This is an optimization exercise on Yosys and OpenROAD, whose aim is small area and a short achievable clock period, not a production implementation. At most, simulation tests tie the RTL to the original design; equivalence was not proved. No activity file was given, so power comes from the tool's default toggle rates.

Design fifo, start of the top module:
module fifo (
    clk      ,  
    rst      ,  
    data_in  ,  
    rd_en    ,  
    wr_en    ,  
    data_out ,  
    empty    ,  
    full        
);
Size: ~22 I/O pins, roughly 68000 sq um of cells after synthesis.
==> module fifo, before the edit <==
module fifo (
    clk      ,  
    rst      ,  
    data_in  ,  
    rd_en    ,  
    wr_en    ,  
    data_out ,  
    empty    ,  
    full        
);
input clk;
input rst;
input rd_en;
input wr_en;
input [7:0] data_in;
output full;
output empty;
output [7:0] data_out;
reg [7:0]  data_out;
reg        full;
reg        empty;
reg [7:0]  wr_ptr;     
reg [7:0]  arr_ptr;    
reg [7:0]  rd_ptr;
reg [15:0] rd_hi_n;    
reg [15:0] rd_lo_n;    
reg        phase;
reg        pend_v;
reg [7:0]  pend_d;
reg [7:0] q [0:255];
wire wr_acc = wr_en & ~full;
wire rd_acc = rd_en & ~empty;
wire [7:0] wr_ptr_p1  = wr_ptr + 8'd1;
wire [7:0] rd_ptr_p1  = rd_ptr + 8'd1;
wire [7:0] arr_ptr_p1 = arr_ptr + 8'd1;
wire almost_full  = (wr_ptr_p1 == rd_ptr);    
wire almost_empty = (rd_ptr_p1 == wr_ptr);    
wire rd_pend      = pend_v & (arr_ptr == rd_ptr);
wire sel_cur  = pend_v | ~full;
wire sel_next = pend_v & ~full;
wire [7:0] col_data = pend_d ^ {8{phase}};
wire [7:0] col_even = (pend_v & ~arr_ptr[0]) ? col_data : 8'hff;
wire [7:0] col_odd  = (pend_v &  arr_ptr[0]) ? col_data : 8'hff;
wire [15:0] wr_hi = 16'd1 << arr_ptr[7:4];
wire [15:0] wr_lo = 16'd1 << arr_ptr[3:0];
wire [15:0] z_cur  = wr_lo & {16{sel_cur}};
wire [15:0] z_next = {wr_lo[14:0], 1'b0} & {16{sel_next}};
wire        z_wrap = wr_lo[15] & sel_next;
wire [15:0] z = z_cur | z_next;
genvar k, b, j;
generate
  for (k = 0; k < 256; k = k + 1) begin : row
    wire r;
    if ((k & 15) != 0) begin : mid
      g_and2 u_r (.a(wr_hi[k >> 4]), .b(z[k & 15]), .y(r));
    end else begin : first
      assign r = (wr_hi[k >> 4] & z[0]) |
                 (wr_hi[((k >> 4) + 15) & 15] & z_wrap);
    end
    wire [7:0] c = (k & 1) ? col_odd : col_even;
    wire [7:0] d;
    for (b = 0; b < 8; b = b + 1) begin : cb
      g_a21oi u_c (.a1(r), .a2(c[b]), .b1(q[k][b]), .y(d[b]));
    end
    always @(posedge clk)
      q[k] <= d;
  end
endgenerate
wire [255:0] rsel;
generate
  for (k = 0; k < 256; k = k + 1) begin : rs
    g_nor2 u_s (.a(rd_hi_n[k >> 4]), .b(rd_lo_n[k & 15]), .y(rsel[k]));
  end
endgenerate
wire [7:0] rd_data;
generate
  for (b = 0; b < 8; b = b + 1) begin : rt
    wire [127:0] l1;   
    wire [31:0]  l2;   
    wire [15:0]  l3;   
    wire [3:0]   l4;   
    wire [1:0]   l5;   
    for (j = 0; j < 128; j = j + 1) begin : a
      g_a22oi u (.a1(rsel[2*j]), .a2(q[2*j][b]), .b1(rsel[2*j+1]), .b2(q[2*j+1][b]), .y(l1[j]));
    end
    for (j = 0; j < 32; j = j + 1) begin : n2
      g_nand4 u (.a(l1[4*j]), .b(l1[4*j+1]), .c(l1[4*j+2]), .d(l1[4*j+3]), .y(l2[j]));
    end
    for (j = 0; j < 16; j = j + 1) begin : n3
      g_nor2 u (.a(l2[2*j]), .b(l2[2*j+1]), .y(l3[j]));
    end
    for (j = 0; j < 4; j = j + 1) begin : n4
      g_nand4 u (.a(l3[4*j]), .b(l3[4*j+1]), .c(l3[4*j+2]), .d(l3[4*j+3]), .y(l4[j]));
    end
    for (j = 0; j < 2; j = j + 1) begin : n5
      g_nor2 u (.a(l4[2*j]), .b(l4[2*j+1]), .y(l5[j]));
    end
    g_nand2 u6 (.a(l5[0]), .b(l5[1]), .y(rd_data[b]));
  end
endgenerate
wire [7:0] rd_val = rd_pend ? pend_d : (rd_data ^ {8{phase}});
always @(posedge clk) begin
  phase <= ~phase & ~rst;
  if (rst) begin
    wr_ptr   <= 8'd0;
    arr_ptr  <= 8'd0;
    rd_ptr   <= 8'd0;
    rd_hi_n  <= 16'hfffe;
    rd_lo_n  <= 16'hfffe;
    data_out <= 8'd0;
    full     <= 1'b0;
    empty    <= 1'b1;
    pend_v   <= 1'b0;
  end else begin
    pend_v <= wr_acc;
    if (wr_acc) begin
      pend_d <= data_in;
      wr_ptr <= wr_ptr_p1;
    end
    if (pend_v) arr_ptr <= arr_ptr_p1;
    if (rd_acc) begin
      rd_ptr   <= rd_ptr_p1;
      rd_lo_n  <= {rd_lo_n[14:0], rd_lo_n[15]};
      if (~rd_lo_n[15]) rd_hi_n <= {rd_hi_n[14:0], rd_hi_n[15]};
      data_out <= rd_val;
    end
    if (full)  full  <= ~rd_en;
    else       full  <= wr_acc & ~rd_acc & almost_full;
    if (empty) empty <= ~wr_en;
    else       empty <= rd_acc & ~wr_acc & almost_empty;
  end
end
endmodule
==> module g_nand2, before the edit <==
module g_nand2 (input a, input b, output y);
  assign y = ~(a & b);
endmodule
clock: 5.0 ns
lec_check: 0
cap_margin: 20
core_margin: 2
core_utilization: 50
place_density: 0.6
setup_slack_margin: 2.6
slew_margin: 20
synth_hierarchical: 1
synth_minimum_keep_size: 0
standard.sh (not shown) runs the stock make flow with config.mk's settings and CLKGATE_MAP_FILE= SYNTH_SCRIPT=/design/flow/synth_recipe.tcl, a recipe that flattens the netlist after the stock synthesis.
==> flow/flow/run.sh <==
#!/bin/bash
# Standard flow, with one step added after synthesis: the single-gate cells
# that synthesis mapped to drive strength 2 are set back to drive strength 1
# (timing repair later upsizes the ones that need it).
set -euo pipefail
R=orfs/results/sky130hd/fifo/base
bash standard.sh synth > log_synth.txt 2>&1
cat > downsize.tcl <<TCL
read_db $R/1_synth.odb
set db [ord::get_db]
set block [ord::get_db_block]
set n 0
foreach pair {{a21oi_2 a21oi_1} {a22oi_2 a22oi_1}} {
  set from sky130_fd_sc_hd__[lindex \$pair 0]
  set to [\$db findMaster sky130_fd_sc_hd__[lindex \$pair 1]]
  foreach inst [\$block getInsts] {
    if {[[\$inst getMaster] getName] eq \$from} {
      \$inst swapMaster \$to
      incr n
    }
  }
}
puts "downsized \$n instances"
write_db $R/1_synth.odb
TCL
openroad -no_init -exit downsize.tcl > log_downsize.txt 2>&1
touch $R/1_synth.sdc
bash standard.sh finish > log_finish.txt 2>&1
The starting point passed the timing, DRC and antenna checks.
Rerun with:
--- a/flow/design.v
+++ b/flow/design.v
@@ -77,25 +77,21 @@
   for (b = 0; b < 8; b = b + 1) begin : rt
     wire [127:0] l1;   
     wire [31:0]  l2;   
-    wire [15:0]  l3;   
-    wire [3:0]   l4;   
-    wire [1:0]   l5;   
+    wire [7:0]   l3;   
+    wire [1:0]   l4;   
     for (j = 0; j < 128; j = j + 1) begin : a
       g_a22oi u (.a1(rsel[2*j]), .a2(q[2*j][b]), .b1(rsel[2*j+1]), .b2(q[2*j+1][b]), .y(l1[j]));
     end
     for (j = 0; j < 32; j = j + 1) begin : n2
       g_nand4 u (.a(l1[4*j]), .b(l1[4*j+1]), .c(l1[4*j+2]), .d(l1[4*j+3]), .y(l2[j]));
     end
-    for (j = 0; j < 16; j = j + 1) begin : n3
-      g_nor2 u (.a(l2[2*j]), .b(l2[2*j+1]), .y(l3[j]));
+    for (j = 0; j < 8; j = j + 1) begin : n3
+      g_nor4 u (.a(l2[4*j]), .b(l2[4*j+1]), .c(l2[4*j+2]), .d(l2[4*j+3]), .y(l3[j]));
     end
-    for (j = 0; j < 4; j = j + 1) begin : n4
+    for (j = 0; j < 2; j = j + 1) begin : n4
       g_nand4 u (.a(l3[4*j]), .b(l3[4*j+1]), .c(l3[4*j+2]), .d(l3[4*j+3]), .y(l4[j]));
     end
-    for (j = 0; j < 2; j = j + 1) begin : n5
-      g_nor2 u (.a(l4[2*j]), .b(l4[2*j+1]), .y(l5[j]));
-    end
-    g_nand2 u6 (.a(l5[0]), .b(l5[1]), .y(rd_data[b]));
+    assign rd_data[b] = l4[0] | l4[1];
   end
 endgenerate
 wire [7:0] rd_val = rd_pend ? pend_d : (rd_data ^ {8{phase}});
@@ -146,6 +142,6 @@
 module g_nand4 (input a, input b, input c, input d, output y);
   assign y = ~(a & b & c & d);
 endmodule
-module g_nand2 (input a, input b, output y);
-  assign y = ~(a & b);
+module g_nor4 (input a, input b, input c, input d, output y);
+  assign y = ~(a | b | c | d);
 endmodule
Effect: The new run ran to the end with no violations. Worst hold slack barely changes. Sequential share of layout area rises by 0.60 points. Critical path depth falls by 1. Power falls by a few percent. Die area rises slightly.
For the second run of this note, only the layout was checked, not whether the RTL still works.

==> afterwards: timing with drivers on the ports <==
No port has a modelled driver above. Below, the same layouts with a new extraction and two added sets of constraints.
Step 1 (the two cells are an assumption about what drives the block):
set clk [get_ports {clk}]
set_driving_cell -lib_cell sky130_fd_sc_hd__clkbuf_16 $clk
set_driving_cell -lib_cell sky130_fd_sc_hd__buf_2 [delete_from_list [all_inputs] $clk]
Step 2 also shifts input and output timing later by t, the mid clock arrival at the registers, as if the neighbouring blocks saw the same clock.
Slacks: ideal ports / drivers / drivers and shift; pairs: ideal ports / drivers.
| run | t (ns) | setup slack, ns | worst data-port slew with drivers (ns) |
|---|---|---|---|
| the first run | 0.922 | 2.081 / 2.081 / 1.760 | 0.14 |
| the second run | 0.897 | 1.988 / 1.988 / 1.988 | 0.03 |
After both steps every run listed still meets setup and hold. The setup slack of the first run, which loses most, moves by 0.000 ns with the drivers and by -0.321 ns with both steps.
